This design comes from an exercise in tuning for small area and a short achievable clock period on the open sky130 flow, not from production work. RTL that was checked went through simulation tests only; none was proved equivalent to the original. No activity file was given, so power comes from the tool's default toggle rates.

// module_conv_kernel_1x2
module module_conv_kernel_1x2
(
	input clk,
	input [71:0] ifm_win3x3,
	input [71:0] weight_win3x3_ch1,
	input [71:0] weight_win3x3_ch2,
	output [17:0] ofm_stream_ch1,
	output [17:0] ofm_stream_ch2
);
Settings: LEC_CHECK=0, CAP_MARGIN=20, CORE_MARGIN=2, CORE_UTILIZATION=50, CTS_CLUSTER_SIZE=25, PLACE_DENSITY=0.65, SETUP_SLACK_MARGIN=3.72, SLEW_MARGIN=20, SYNTH_HIERARCHICAL=1, SYNTH_MINIMUM_KEEP_SIZE=0; clock period 6.0 ns.
run.sh (not shown) runs the stock make flow with config.mk's settings and CLKGATE_MAP_FILE= SYNTH_SCRIPT=/design/flow/synth_recipe.tcl, a recipe that flattens the netlist after the stock synthesis.
Then changed:
CTS_CLUSTER_DIAMETER = 60   (was unset)
CTS_CLUSTER_SIZE = 30   (was 25)
PLACE_DENSITY = 0.75   (was 0.65)
=> Total power is lower by 2.2%. Final cell count is lower by 1.2%. Routed wire length is lower by 3.5%. Core utilization is lower by 0.73 points. First-iteration DRC count is higher by 18%. Register-to-register slack gets better by 0.05 ns. Sequential power is about the same. Hold slack gets better by 0.0082 ns.
Then changed:
==> flow/flow/run.sh (new file) <==
#!/bin/bash
set -e
cp standard.sh standard_sh_copy.log
export BUFFER_PORTS_ARGS="-buffer_cell sky130_fd_sc_hd__buf_1"
export CTS_ARGS="-sink_clustering_enable -repair_clock_nets -sink_clustering_size 30 -sink_clustering_max_diameter 60 -dont_use_dummy_load"
bash standard.sh > standard.log 2>&1
==> flow/standard.sh (new file) <==
#!/bin/bash
# synth_recipe.tcl (not shown) runs the flow's synth.tcl, then flattens the netlist and writes it again
# the make line also repeats each setting of config.mk as NAME=value (left out here)
make -C /OpenROAD-flow-scripts/flow DESIGN_CONFIG=/design/flow/config.mk WORK_HOME=/design/flow/orfs CLKGATE_MAP_FILE= SYNTH_SCRIPT=/design/flow/synth_recipe.tcl "${@:-finish}"
CORE_UTILIZATION = 62   (was 50)
PLACE_DENSITY = 0.72   (was 0.75)
SETUP_SLACK_MARGIN = 3.66   (was 3.72)
removed: flow/run.sh
What happened: The new run went through all stages and came out clean. Final cell count is lower by 5.9%. Register-to-register slack is worse by 0.13 ns. Synthesized cell count does not change. Setup slack is worse by 0.13 ns. Non-clock buffer count is lower by 4. Worst hold slack is worse by 0.013 ns. Synthesized area does not change. Total power is lower by 7.5%. First-iteration DRC count is higher by 4.0%. Die area is lower by 19%. Final area is lower by 5.4%.
Then changed:
==> flow/flow/run.sh (replaced) <==
#!/bin/bash
set -e
cp standard.sh standard_sh_copy.log
export BUFFER_PORTS_ARGS="-buffer_cell sky130_fd_sc_hd__buf_1"
bash standard.sh > standard.log 2>&1
CORE_UTILIZATION = 58   (was 62)
PLACE_DENSITY = 0.7   (was 0.72)
SETUP_SLACK_MARGIN = 3.72   (was 3.66)
Effect:
- die area goes up by 6.8%
- maximum frequency goes up by 5.6%
- setup slack improved by 0.13 ns
- utilization goes down by 3.3 points
- routed wire length goes down by 4.6%
- area after synthesis is unchanged
- power goes up by 7.4%

* * *

Another version of the RTL of module_conv_kernel_1x2 (not shown whole).
For scale: about 3600 cells after synthesis, ~250 I/O pins, about 46000 um^2 of cells after synthesis.
Settings: LEC_CHECK=0, CAP_MARGIN=20, CORE_MARGIN=2, CORE_UTILIZATION=50, PLACE_DENSITY=0.65, SLEW_MARGIN=20, SYNTH_HIERARCHICAL=1, SYNTH_MINIMUM_KEEP_SIZE=0; clock period 6.0 ns.
Stock flow here: none of the scripts above is used.
==> next run, changes <==
--- a/flow/config.mk
+++ b/flow/config.mk
@@ -11,0 +12 @@
+export SETUP_SLACK_MARGIN = 3.8
- utilization climbs by 2.1 points
- setup slack is better by 0.54 ns
- die area stays the same
Function was not checked in any run of this note: the RTL went through the layout flow alone.

* * *

Setup of try-umber:
RTL: one of the versions met above, not the one the previous note started from.
Size in the first run: roughly 830 flip-flops, about 250 I/O pins.
clock: 6.0 ns
lec_check: 0
cap_margin: 20
core_margin: 2
core_utilization: 50
place_density: 0.65
setup_slack_margin: 3.8
slew_margin: 20
synth_hierarchical: 1
synth_minimum_keep_size: 0
try-umber | stages: all done | timing, DRC, antenna: all pass
## Diff of input files: try-garnet against try-umber
# try-umber
export LEC_CHECK = 0
export CAP_MARGIN = 20
export CORE_MARGIN = 2
export CORE_UTILIZATION = 50
export PLACE_DENSITY = 0.65
export SETUP_SLACK_MARGIN = 3.8
export SLEW_MARGIN = 20
export SYNTH_HIERARCHICAL = 1
export SYNTH_MINIMUM_KEEP_SIZE = 0
create_clock -name core_clock -period 6.0 [get_ports {clk}]
# try-garnet
export LEC_CHECK = 0
export CAP_MARGIN = 20
export CORE_MARGIN = 2
export CORE_UTILIZATION = 58
export CTS_CLUSTER_DIAMETER = 60
export CTS_CLUSTER_SIZE = 30
export PLACE_DENSITY = 0.7
export SETUP_SLACK_MARGIN = 3.66
export SLEW_MARGIN = 20
export SYNTH_HIERARCHICAL = 1
export SYNTH_MINIMUM_KEEP_SIZE = 0
create_clock -name core_clock -period 6.0 [get_ports {clk}]
==> flow/flow/run.sh (new file) <==
#!/bin/bash
set -e
cp standard.sh standard_sh_copy.log
export BUFFER_PORTS_ARGS="-buffer_cell sky130_fd_sc_hd__buf_1"
export CTS_ARGS="-sink_clustering_enable -repair_clock_nets -sink_clustering_size 30 -sink_clustering_max_diameter 60 -dont_use_dummy_load"
bash standard.sh floorplan > standard_floorplan.log 2>&1
ODB=orfs/results/sky130hd/module_conv_kernel_1x2/base/2_floorplan.odb
openroad -no_init -exit flow/upsize.tcl -metrics upsize_metrics.json > upsize.log 2>&1 || { cat upsize.log; exit 1; }
bash standard.sh finish > standard.log 2>&1
==> flow/flow/upsize.tcl (new file) <==
# Give the enc_r registers (Booth-encoded pixel digits, high fanout) the
# dfxtp_4 drive strength of their dfxtp cell.
set odb orfs/results/sky130hd/module_conv_kernel_1x2/base/2_floorplan.odb
read_db $odb
set db [ord::get_db]
set m4 [$db findMaster sky130_fd_sc_hd__dfxtp_4]
set n 0
foreach inst [[ord::get_db_block] getInsts] {
  if {[string match "enc_r*" [$inst getName]] && [[$inst getMaster] getName] == "sky130_fd_sc_hd__dfxtp_1"} {
    $inst swapMaster $m4
    incr n
  }
}
puts "upsized $n enc_r registers to dfxtp_4"
write_db $odb
==> flow/standard.sh (new file) <==
#!/bin/bash
# synth_recipe.tcl (not shown) runs the flow's synth.tcl, then flattens the netlist and writes it again
# the make line also repeats each setting of config.mk as NAME=value (left out here)
make -C /OpenROAD-flow-scripts/flow DESIGN_CONFIG=/design/flow/config.mk WORK_HOME=/design/flow/orfs CLKGATE_MAP_FILE= SYNTH_SCRIPT=/design/flow/synth_recipe.tcl "${@:-finish}"
removed: flow/run.sh
Findings:
- Clock-buffer cell count: higher on try-umber
- Against try-umber, try-garnet reports a multi-input gate share of total cell area that is higher.
- From try-umber to try-garnet the numbers moved as follows: internal cell power went down by 10%; post-layout instance area shows a reduction of 11%; detailed-routed wire length on met3 picked up an extra about 5.5%.
- Per the final summary, try-garnet finished and its layout is clean on timing, DRC and antenna.
## Diff of input files: try-xenon against try-garnet
# try-garnet
export LEC_CHECK = 0
export CAP_MARGIN = 20
export CORE_MARGIN = 2
export CORE_UTILIZATION = 58
export CTS_CLUSTER_DIAMETER = 60
export CTS_CLUSTER_SIZE = 30
export PLACE_DENSITY = 0.7
export SETUP_SLACK_MARGIN = 3.66
export SLEW_MARGIN = 20
export SYNTH_HIERARCHICAL = 1
export SYNTH_MINIMUM_KEEP_SIZE = 0
create_clock -name core_clock -period 6.0 [get_ports {clk}]
# try-xenon
export LEC_CHECK = 0
export CAP_MARGIN = 20
export CORE_MARGIN = 2
export CORE_UTILIZATION = 50
export CTS_CLUSTER_DIAMETER = 60
export CTS_CLUSTER_SIZE = 30
export PLACE_DENSITY = 0.65
export SETUP_SLACK_MARGIN = 3.72
export SLEW_MARGIN = 20
export SYNTH_HIERARCHICAL = 1
export SYNTH_MINIMUM_KEEP_SIZE = 0
create_clock -name core_clock -period 6.0 [get_ports {clk}]
==> flow/flow/run.sh <==
#!/bin/bash
set -e
cp standard.sh standard_sh_copy.log
export BUFFER_PORTS_ARGS="-buffer_cell sky130_fd_sc_hd__buf_1"
bash standard.sh > standard.log 2>&1
removed: flow/flow/upsize.tcl
==> comparison <==
try-garnet and try-xenon all finish clean.
Sum of met3 wire segment lengths after detailed routing, try-xenon vs try-garnet: down by a few percent
Per the comparison of try-xenon with try-garnet, clock buffer instance count of the final layout +22%; worst path required time decreased by 20 ps relative to the old numbers; post-route core utilization saw a decrease; setup slack -8.6 ps.
Power share of the clock group is lower on try-garnet
Of the two values seen for beginning of the critical path, enc_r[77]$_DFF_P_ was produced by try-garnet and w2_r[21]$_DFF_P_ by try-xenon.
Comparing the two runs side by side, try-xenon comes out behind try-garnet on static leakage.
Inputs modified between try-xenon and try-fjord:
==> flow/run.sh (new file) <==
#!/bin/bash
# synth_recipe.tcl (not shown) runs the flow's synth.tcl, then flattens the netlist and writes it again
# the make line also repeats each setting of config.mk as NAME=value (left out here)
make -C /OpenROAD-flow-scripts/flow DESIGN_CONFIG=/design/flow/config.mk WORK_HOME=/design/flow/orfs CLKGATE_MAP_FILE= SYNTH_SCRIPT=/design/flow/synth_recipe.tcl finish
removed: flow/flow/run.sh
removed: flow/standard.sh
==> summary.txt <==
- Re number of sequential cells: no difference whatsoever between try-fjord and try-xenon.
- Of the two values seen for source of the critical timing path, enc_r[62]$_DFF_P_ was produced by try-fjord and w2_r[21]$_DFF_P_ by try-xenon.
- try-fjord: no failed stages, no open violations at the end
- Between try-xenon and try-fjord, the flow reports final area increasing by a few percent.
- Per the comparison of try-fjord with try-xenon, least setup slack across all paths after layout went down; non-clock buffer count went up.
- try-fjord vs. try-xenon: routed length on met2 now larger, wire length now larger, buffer and inverter count on the worst path now larger.
- Any difference in portion of the clock cycle consumed by the worst path in the final layout between try-fjord and try-xenon is small enough to ignore.
- Comparing try-xenon and try-fjord, the lower number of clock buffers in the layout was measured on try-fjord.
- Compared with try-xenon, in try-fjord wire length of the first global-routing pass rose about 1.2%; final non-filler cell total grew by 25.
Changes in try-violet relative to try-fjord:
# try-fjord
export LEC_CHECK = 0
export CAP_MARGIN = 20
export CORE_MARGIN = 2
export CORE_UTILIZATION = 50
export CTS_CLUSTER_DIAMETER = 60
export CTS_CLUSTER_SIZE = 30
export PLACE_DENSITY = 0.65
export SETUP_SLACK_MARGIN = 3.72
export SLEW_MARGIN = 20
export SYNTH_HIERARCHICAL = 1
export SYNTH_MINIMUM_KEEP_SIZE = 0
create_clock -name core_clock -period 6.0 [get_ports {clk}]
# try-violet
export LEC_CHECK = 0
export CAP_MARGIN = 20
export CORE_MARGIN = 2
export CORE_UTILIZATION = 58
export CTS_CLUSTER_DIAMETER = 60
export CTS_CLUSTER_SIZE = 30
export PLACE_DENSITY = 0.88
export SETUP_SLACK_MARGIN = 3.66
export SLEW_MARGIN = 20
export SYNTH_HIERARCHICAL = 1
export SYNTH_MINIMUM_KEEP_SIZE = 0
create_clock -name core_clock -period 6.0 [get_ports {clk}]
==> flow/flow/run.sh (new file) <==
#!/bin/bash
set -e
cp standard.sh standard_sh_copy.log
export BUFFER_PORTS_ARGS="-buffer_cell sky130_fd_sc_hd__buf_1"
export CTS_ARGS="-sink_clustering_enable -repair_clock_nets -sink_clustering_size 30 -sink_clustering_max_diameter 60 -dont_use_dummy_load"
bash standard.sh floorplan > standard_floorplan.log 2>&1
ODB=orfs/results/sky130hd/module_conv_kernel_1x2/base/2_floorplan.odb
openroad -no_init -exit flow/upsize.tcl -metrics upsize_metrics.json > upsize.log 2>&1 || { cat upsize.log; exit 1; }
bash standard.sh finish > standard.log 2>&1
==> flow/flow/upsize.tcl (new file) <==
# Give the enc_r registers (Booth-encoded pixel digits, high fanout) the
# dfxtp_4 drive strength of their dfxtp cell.
set odb orfs/results/sky130hd/module_conv_kernel_1x2/base/2_floorplan.odb
read_db $odb
set db [ord::get_db]
set m4 [$db findMaster sky130_fd_sc_hd__dfxtp_4]
set n 0
foreach inst [[ord::get_db_block] getInsts] {
  if {[string match "enc_r*" [$inst getName]] && [[$inst getMaster] getName] == "sky130_fd_sc_hd__dfxtp_1"} {
    $inst swapMaster $m4
    incr n
  }
}
puts "upsized $n enc_r registers to dfxtp_4"
write_db $odb
==> flow/standard.sh (new file) <==
#!/bin/bash
# synth_recipe.tcl (not shown) runs the flow's synth.tcl, then flattens the netlist and writes it again
# the make line also repeats each setting of config.mk as NAME=value (left out here)
make -C /OpenROAD-flow-scripts/flow DESIGN_CONFIG=/design/flow/config.mk WORK_HOME=/design/flow/orfs CLKGATE_MAP_FILE= SYNTH_SCRIPT=/design/flow/synth_recipe.tcl "${@:-finish}"
removed: flow/run.sh
[summary]
- Slew at the pin closest to its max-slew limit in try-violet is 150 ps below try-fjord.
- try-violet completed every stage of the flow, and the final layout passed the timing, DRC and antenna checks.
- try-fjord finished every step from synthesis to the final layout, and the layout passed the timing, DRC and antenna checks.
- Diff try-violet and try-fjord: core utilization lower in try-fjord
- try-violet: clock skew higher than try-fjord
- try-fjord has a lower worst slack after detailed placement than try-violet.
- Setup slack in try-violet vs try-fjord: down 55 ps
- Against try-fjord, try-violet comes in 1.7% lower on number of buffers inserted during clock tree synthesis.
- In try-violet, the time the worst path needs with I/O delays and setup came out 55 ps above the value in try-fjord.
- try-violet has final net count below what try-fjord had.

==> static timing again, ports no longer ideal <==
In the flow no input, the clock included, has a driving cell. The finished layouts below were timed again as built, in two steps.
Step 1: set_driving_cell puts a clkbuf_16 on clk and a buf_2 on each other input, an assumption about the parent block.
Step 2 adds t to the input delays and takes it off the output delays; t is the mean of the earliest and latest rising clock arrival at the registers after step 1. Input paths then give back, and output paths get back, about the clock's delay inside the block.
Slacks: ideal ports / drivers / drivers and shift; pairs: ideal ports / drivers.
run | shift t [ns] | setup slack, ns | worst hold slack (ns) | worst setup path after step 2 | pins driven straight from the clock port
the first run of note 1 | 0.722 | 3.643 / 3.643 / 3.643 | 0.323 / 0.323 / 0.323 | register to register | 1
the second run of note 1 | 0.726 | 3.691 / 3.619 / 3.691 | 0.331 / 0.331 / 0.331 | register to register | 1
the third run of note 1 | 0.706 | 3.563 / 3.563 / 3.563 | 0.318 / 0.318 / 0.318 | register to register | 1
the fourth run of note 1 | 0.722 | 3.693 / 3.627 / 3.697 | 0.318 / 0.318 / 0.318 | register to register | 1
the first run of note 2 | 0.742 | 3.154 / 3.154 / 3.154 | 0.314 / 0.314 / 0.314 | register to register | 1
the second run of note 2 | 0.747 | 3.695 / 3.624 / 3.553 | 0.313 / 0.313 / 0.313 | input to register | 1
try-umber | 0.732 | 3.705 / 3.633 / 3.736 | 0.323 / 0.323 / 0.323 | register to register | 1
try-garnet | 0.709 | 3.677 / 3.637 / 3.677 | 0.286 / 0.286 / 0.286 | register to register | 1
try-xenon | 0.718 | 3.669 / 3.636 / 3.669 | 0.289 / 0.289 / 0.289 | register to register | 1
try-fjord | 0.762 | 3.662 / 3.597 / 3.662 | 0.328 / 0.328 / 0.328 | register to register | 1
try-violet | 0.707 | 3.607 / 3.607 / 3.607 | 0.309 / 0.309 / 0.309 | register to register | 1
After both steps setup and hold are still met in every run listed. The setup slack of the second run of note 2, which loses most, moves by -0.071 ns with the drivers and by -0.142 ns with both steps.
